What follows belongs to an exercise in optimizing a design on an open flow for small area and a short achievable clock period; a production flow would make more cautious choices.
The RTL was checked by simulation tests, not by an equivalence proof against the original design.

## ROTATING_VECTORING
module ROTATING_VECTORING(clk,xi,yi,xf,yf);
 input clk;
 input [15:0] xi,yi;
 output [15:0] xf,yf;
  reg [15:0] a0, b0, c0;    
  reg        n0;            
  wire [15:0] a0n, b0n, c0n;
  wire [15:0] d0n;
  addc0 u_b0(.a(xi), .b(yi), .ci(1'b0), .s(b0n));
  add01 u_a0(.a(xi), .b(~yi), .s0(d0n), .s1(a0n));
  assign c0n = ~d0n;
  always @(posedge clk) begin
    a0 <= a0n; b0 <= b0n; c0 <= c0n; n0 <= yi[15];
  end
  wire [15:0] vx0 = n0 ? a0 : b0;
  wire [15:0] vy0 = n0 ? b0 : c0;
  reg [15:0] vx1r, vy1r;
  wire [15:0] vx1n_op = {{1{vy0[15]}}, vy0[15:1]} ^ {16{~(~vy0[15])}};
  wire [15:0] vy1n_op = {{1{vx0[15]}}, vx0[15:1]} ^ {16{~vy0[15]}};
  wire vx1n_ci = (vy0[15] & (|vy0[0:0])) ^ ~(~vy0[15]);
  wire vy1n_ci = (vx0[15] & (|vx0[0:0])) ^ (~vy0[15]);
  wire [15:0] vx1n_a = vx0;
  wire [15:0] vx1n_b = vx1n_op;
  wire [16:0] vx1n_g0 = {vx1n_a & vx1n_b, vx1n_ci};
  wire [16:0] vx1n_p0 = {vx1n_a ^ vx1n_b, 1'b0};
  ...
clock: 12.0 ns
lec_check: 0
cap_margin: 20
core_margin: 2
core_utilization: 40
slew_margin: 20
synth_hierarchical: 1
standard.sh (not shown) runs the stock make flow with config.mk's settings and CLKGATE_MAP_FILE= SYNTH_SCRIPT=/design/flow/synth_recipe.tcl, a recipe that flattens the netlist after the stock synthesis.
==> flow/flow/run.sh <==
#!/bin/bash
# Own layout flow: the standard ORFS flow, with timing repair aimed at a
# slack margin below the clock period and stronger port buffers.
set -euo pipefail
export SETUP_SLACK_MARGIN=8.6
export BUFFER_PORTS_ARGS="-buffer_cell sky130_fd_sc_hd__buf_2"
export CTS_ARGS="-sink_clustering_enable -repair_clock_nets -dont_use_dummy_load -buf_list {sky130_fd_sc_hd__clkbuf_4 sky130_fd_sc_hd__clkbuf_8}"
bash standard.sh > standard_flow.log 2>&1
Rerun with:
Settings changed: CORE_UTILIZATION 40 to 50.
Cell area went down by 0.54%; worst setup slack loses 0.0086 ns; final cell count fell by 4.5%; die area came out lower by 20%; area after synthesis does not change; via count came out lower by 0.66%; clock skew came out lower by 0.046 ns.
Rerun with:
--- a/flow/flow/run.sh
+++ b/flow/flow/run.sh
@@ -7 +7 @@
-export CTS_ARGS="-sink_clustering_enable -repair_clock_nets -dont_use_dummy_load -buf_list {sky130_fd_sc_hd__clkbuf_4 sky130_fd_sc_hd__clkbuf_8}"
+export CTS_ARGS="-sink_clustering_enable -repair_clock_nets -dont_use_dummy_load -sink_clustering_size 12 -sink_clustering_max_diameter 50 -buf_list {sky130_fd_sc_hd__clkbuf_4 sky130_fd_sc_hd__clkbuf_8}"
Settings changed: CORE_UTILIZATION 50 to 40.
Outcome: First-iteration DRC count fell by 20%. Hold slack loses 0.016 ns. Routed wire length falls by 0.68%. Utilization came out lower by 12 points. Synthesized cell count does not change. Cell area came out lower by 0.43%.

ROTATING_VECTORING again, from the RTL that the note above started with.
Settings: LEC_CHECK=0, CAP_MARGIN=20, CORE_MARGIN=2, CORE_UTILIZATION=40, SLEW_MARGIN=20, SYNTH_HIERARCHICAL=1; clock period 12.0 ns.
==> flow/flow/run.sh <==
#!/bin/bash
# Own layout flow: the standard ORFS flow, with timing repair aimed at a
# slack margin below the clock period and stronger port buffers.
set -euo pipefail
export SETUP_SLACK_MARGIN=8.6
export BUFFER_PORTS_ARGS="-buffer_cell sky130_fd_sc_hd__buf_2"
export CTS_ARGS="-sink_clustering_enable -repair_clock_nets -dont_use_dummy_load -root_buf sky130_fd_sc_hd__clkbuf_16 -tree_buf sky130_fd_sc_hd__clkbuf_16 -sink_clustering_size 12 -sink_clustering_max_diameter 50 -buf_list {sky130_fd_sc_hd__clkbuf_4 sky130_fd_sc_hd__clkbuf_8}"
bash standard.sh > standard_flow.log 2>&1
==> next run, changes <==
==> flow/flow/run.sh (replaced) <==
#!/bin/bash
# Own layout flow: the standard ORFS flow, with timing repair aimed at a
# slack margin below the clock period and stronger port buffers.
set -euo pipefail
export SETUP_SLACK_MARGIN=8.4
export BUFFER_PORTS_ARGS="-buffer_cell sky130_fd_sc_hd__buf_2"
export CTS_ARGS="-sink_clustering_enable -repair_clock_nets -dont_use_dummy_load -buf_list {sky130_fd_sc_hd__clkbuf_4 sky130_fd_sc_hd__clkbuf_8}"
bash standard.sh > standard_flow.log 2>&1
Worst hold slack improves by 14 ps.
Routed wire length is lower slightly.
First-iteration DRC count is higher by a few percent.
Clock-buffer cell count is higher by 22.
Utilization is lower by 0.81 points.
Final cell count is lower slightly.
Synthesized area is unchanged.
Via count is lower slightly.

ROTATING_VECTORING, a different RTL version from the one above (not shown whole).
For scale: roughly 3900 cells after synthesis, about 540 flip-flops, roughly 37000 um2 of cells after synthesis.
==> flow/config.mk <==
export PLATFORM = sky130hd
export DESIGN_NAME = ROTATING_VECTORING
export DESIGN_NICKNAME = ROTATING_VECTORING
export VERILOG_FILES = /design/flow/design.v
export SDC_FILE = /design/flow/constraint.sdc
export NUM_CORES = 4
export LEC_CHECK = 0
export CAP_MARGIN = 20
export CORE_MARGIN = 2
export CORE_UTILIZATION = 40
export SLEW_MARGIN = 20
export SYNTH_HIERARCHICAL = 1
==> flow/constraint.sdc <==
create_clock -name core_clock -period 12.0 [get_ports {clk}]
set_input_delay 2.4000 -clock core_clock [delete_from_list [all_inputs] [get_ports {clk}]]
set_output_delay 2.4000 -clock core_clock [all_outputs]
set_load 0.01 [all_outputs]
==> flow/flow/run.sh <==
#!/bin/bash
# Own layout flow: the standard ORFS flow, with timing repair aimed at a
# slack margin below the clock period and stronger port buffers.
set -euo pipefail
export SETUP_SLACK_MARGIN=8.4
export BUFFER_PORTS_ARGS="-buffer_cell sky130_fd_sc_hd__buf_2"
export CTS_ARGS="-sink_clustering_enable -repair_clock_nets -dont_use_dummy_load -buf_list {sky130_fd_sc_hd__clkbuf_4 sky130_fd_sc_hd__clkbuf_8}"
bash standard.sh > standard_flow.log 2>&1
Edit:
CORE_UTILIZATION = 55   (was 40)
Effect: The new run finished clean. Final area came out lower by 0.65%. Via count came out higher by 4.0%. First-iteration DRC count came out higher by 13%. Die area came out lower by 27%. Global-route usage came out higher by 8.4 points. Utilization came out higher by 17 points. Count of clock-buffer cells in the layout came out lower by 2.
Edit:
==> flow/flow/run.sh (replaced) <==
#!/bin/bash
# Own layout flow: the standard ORFS flow, with timing repair aimed at a
# slack margin below the clock period and stronger port buffers.
set -euo pipefail
export SETUP_SLACK_MARGIN=8.4
export BUFFER_PORTS_ARGS="-buffer_cell sky130_fd_sc_hd__buf_2"
bash standard.sh > standard_flow.log 2>&1
CORE_UTILIZATION = 40   (was 55)
Effect: The new run finished clean. Sequential cell count stays the same. Non-clock buffer count shrinks by 3. Routed wire length shrinks by 9.8%. Via count shrinks by 3.6%.
Edit:
--- a/flow/flow/run.sh
+++ b/flow/flow/run.sh
@@ -4,3 +4,3 @@
 set -euo pipefail
-export SETUP_SLACK_MARGIN=8.4
+export SETUP_SLACK_MARGIN=8.0
 export BUFFER_PORTS_ARGS="-buffer_cell sky130_fd_sc_hd__buf_2"
Result: Fmax shrinks by 6.6%. Final cell count barely changes. Hold slack degrades by 0.0044 ns. Clock skew drops by 0.017 ns. Global-route usage went up by 0.13 points. Cell area is lower by 1.3%.
Edit:
--- a/flow/flow/run.sh
+++ b/flow/flow/run.sh
@@ -4,4 +4,5 @@
 set -euo pipefail
-export SETUP_SLACK_MARGIN=8.0
+export SETUP_SLACK_MARGIN=8.4
 export BUFFER_PORTS_ARGS="-buffer_cell sky130_fd_sc_hd__buf_2"
+export CTS_ARGS="-sink_clustering_enable -repair_clock_nets -dont_use_dummy_load"
 bash standard.sh > standard_flow.log 2>&1
Result: The changed run completed without violations. Flip-flop and latch count stays the same. Worst setup slack improved by 0.22 ns. Global-route usage went down by 0.23 points. Maximum frequency went up by 6.2%.

## south
ROTATING_VECTORING, a different RTL version from the one above (not shown whole).
Size in the first run: ~3800 cells after synthesis, ~65 I/O pins, ~35000 um2 of cells after synthesis.
==> flow/config.mk <==
export PLATFORM = sky130hd
export DESIGN_NAME = ROTATING_VECTORING
export DESIGN_NICKNAME = ROTATING_VECTORING
export VERILOG_FILES = /design/flow/design.v
export SDC_FILE = /design/flow/constraint.sdc
export NUM_CORES = 4
export LEC_CHECK = 0
export CAP_MARGIN = 20
export CORE_MARGIN = 2
export CORE_UTILIZATION = 40
export PLACE_DENSITY = 0.75
export SLEW_MARGIN = 20
export SYNTH_HIERARCHICAL = 1
==> flow/constraint.sdc <==
create_clock -name core_clock -period 12.0 [get_ports {clk}]
set_input_delay 2.4000 -clock core_clock [delete_from_list [all_inputs] [get_ports {clk}]]
set_output_delay 2.4000 -clock core_clock [all_outputs]
set_load 0.01 [all_outputs]
==> flow/flow/run.sh <==
#!/bin/bash
# Own layout flow: the standard ORFS flow (standard.sh, unchanged synthesis),
# with these changes to how the layout is made:
#  - every port still gets a buffer, a buf_2 instead of the default delay buffer;
#  - clock tree: no dummy loads, clusters of up to 12 flip-flops, a clkbuf_16 root
#    and clkbuf_4/8 elsewhere (one balanced tree for all registers).
# The make output goes to standard_flow.log, each tool's log to orfs/logs/.
set -euo pipefail
export SETUP_SLACK_MARGIN=8.6
export BUFFER_PORTS_ARGS="-buffer_cell sky130_fd_sc_hd__buf_2"
export CTS_ARGS="-sink_clustering_enable -repair_clock_nets -dont_use_dummy_load -root_buf sky130_fd_sc_hd__clkbuf_16 -sink_clustering_size 12 -sink_clustering_max_diameter 50 -buf_list {sky130_fd_sc_hd__clkbuf_4 sky130_fd_sc_hd__clkbuf_8}"
bash standard.sh > standard_flow.log 2>&1
Inputs modified between south and east:
- removing PLACE_DENSITY (formerly 0.75)
==> flow/flow/run.sh <==
#!/bin/bash
# Own layout flow: the standard ORFS flow, with timing repair aimed at a
# slack margin below the clock period and stronger port buffers.
set -euo pipefail
export SETUP_SLACK_MARGIN=8.6
export BUFFER_PORTS_ARGS="-buffer_cell sky130_fd_sc_hd__buf_2"
export CTS_ARGS="-sink_clustering_enable -repair_clock_nets -dont_use_dummy_load -sink_clustering_size 12 -sink_clustering_max_diameter 50 -buf_list {sky130_fd_sc_hd__clkbuf_4 sky130_fd_sc_hd__clkbuf_8}"
bash standard.sh > standard_flow.log 2>&1
==> notes.md <==
Routed wire length (east vs. south) increases by a few percent. The end of the critical path comes out yf[8] in one run and yf[4] in the other, namely in south and east respectively. [east] antenna cell count rose 1 relative to south. south -> east: number of multi-input combinational cells delta 0, exact match. east went all the way through synthesis, placement and routing and the layout is clean on timing, DRC and antenna. Looking at timing startpoint of the critical path, the ry7r[4] result is from east; the ry7r[8] one comes from south.

port drivers added, routing unchanged:
How much do the figures lean on ideal ports? The routed layouts below were timed once more, with nothing changed but the port constraints.
Step 1: set_driving_cell puts a clkbuf_16 on clk and a buf_2 on each other input, an assumption about the parent block.
Step 2 moves the port delays by t, midway between the first and last clock arrival at a register: inputs arrive t later, outputs are due t later. That takes back most of the time a late clock gives input paths.
Slacks: ideal / step 1 / step 2; pairs: ideal / step 1.
run	t (ns)	slack for setup (ns)	hold slack, ns	clock arrival spread, ns
the first run of note 1	0.715	8.518 / 8.455 / 7.905	0.327 / 0.327 / 0.327	0.125 / 0.126
the second run of note 1	0.697	8.509 / 8.455 / 7.859	0.320 / 0.320 / 0.320	0.066 / 0.066
the third run of note 1	0.689	8.517 / 8.452 / 7.920	0.304 / 0.304 / 0.304	0.151 / 0.152
the first run of note 2	0.616	8.483 / 8.503 / 7.887	0.304 / 0.304 / 0.304	0.105 / 0.104
the second run of note 2	0.714	8.501 / 8.438 / 7.828	0.317 / 0.317 / 0.317	0.096 / 0.096
the first run of note 3	0.706	8.492 / 8.430 / 7.839	0.323 / 0.323 / 0.323	0.081 / 0.081
the second run of note 3	0.701	8.391 / 8.433 / 7.733	0.332 / 0.332 / 0.332	0.056 / 0.055
the third run of note 3	0.710	8.483 / 8.438 / 7.818	0.327 / 0.327 / 0.327	0.036 / 0.035
the fourth run of note 3	0.677	8.234 / 8.234 / 7.735	0.322 / 0.322 / 0.322	0.019 / 0.019
the fifth run of note 3	0.684	8.453 / 8.446 / 7.813	0.309 / 0.309 / 0.309	0.078 / 0.078
south	0.609	8.600 / 8.540 / 8.031	0.328 / 0.328 / 0.328	0.073 / 0.073
east	0.686	8.511 / 8.450 / 7.991	0.294 / 0.294 / 0.294	0.121 / 0.121
After both steps every run listed still meets setup and hold. The setup slack of the second run of note 2, which loses most, moves by -0.063 ns with the drivers and by -0.673 ns with both steps.
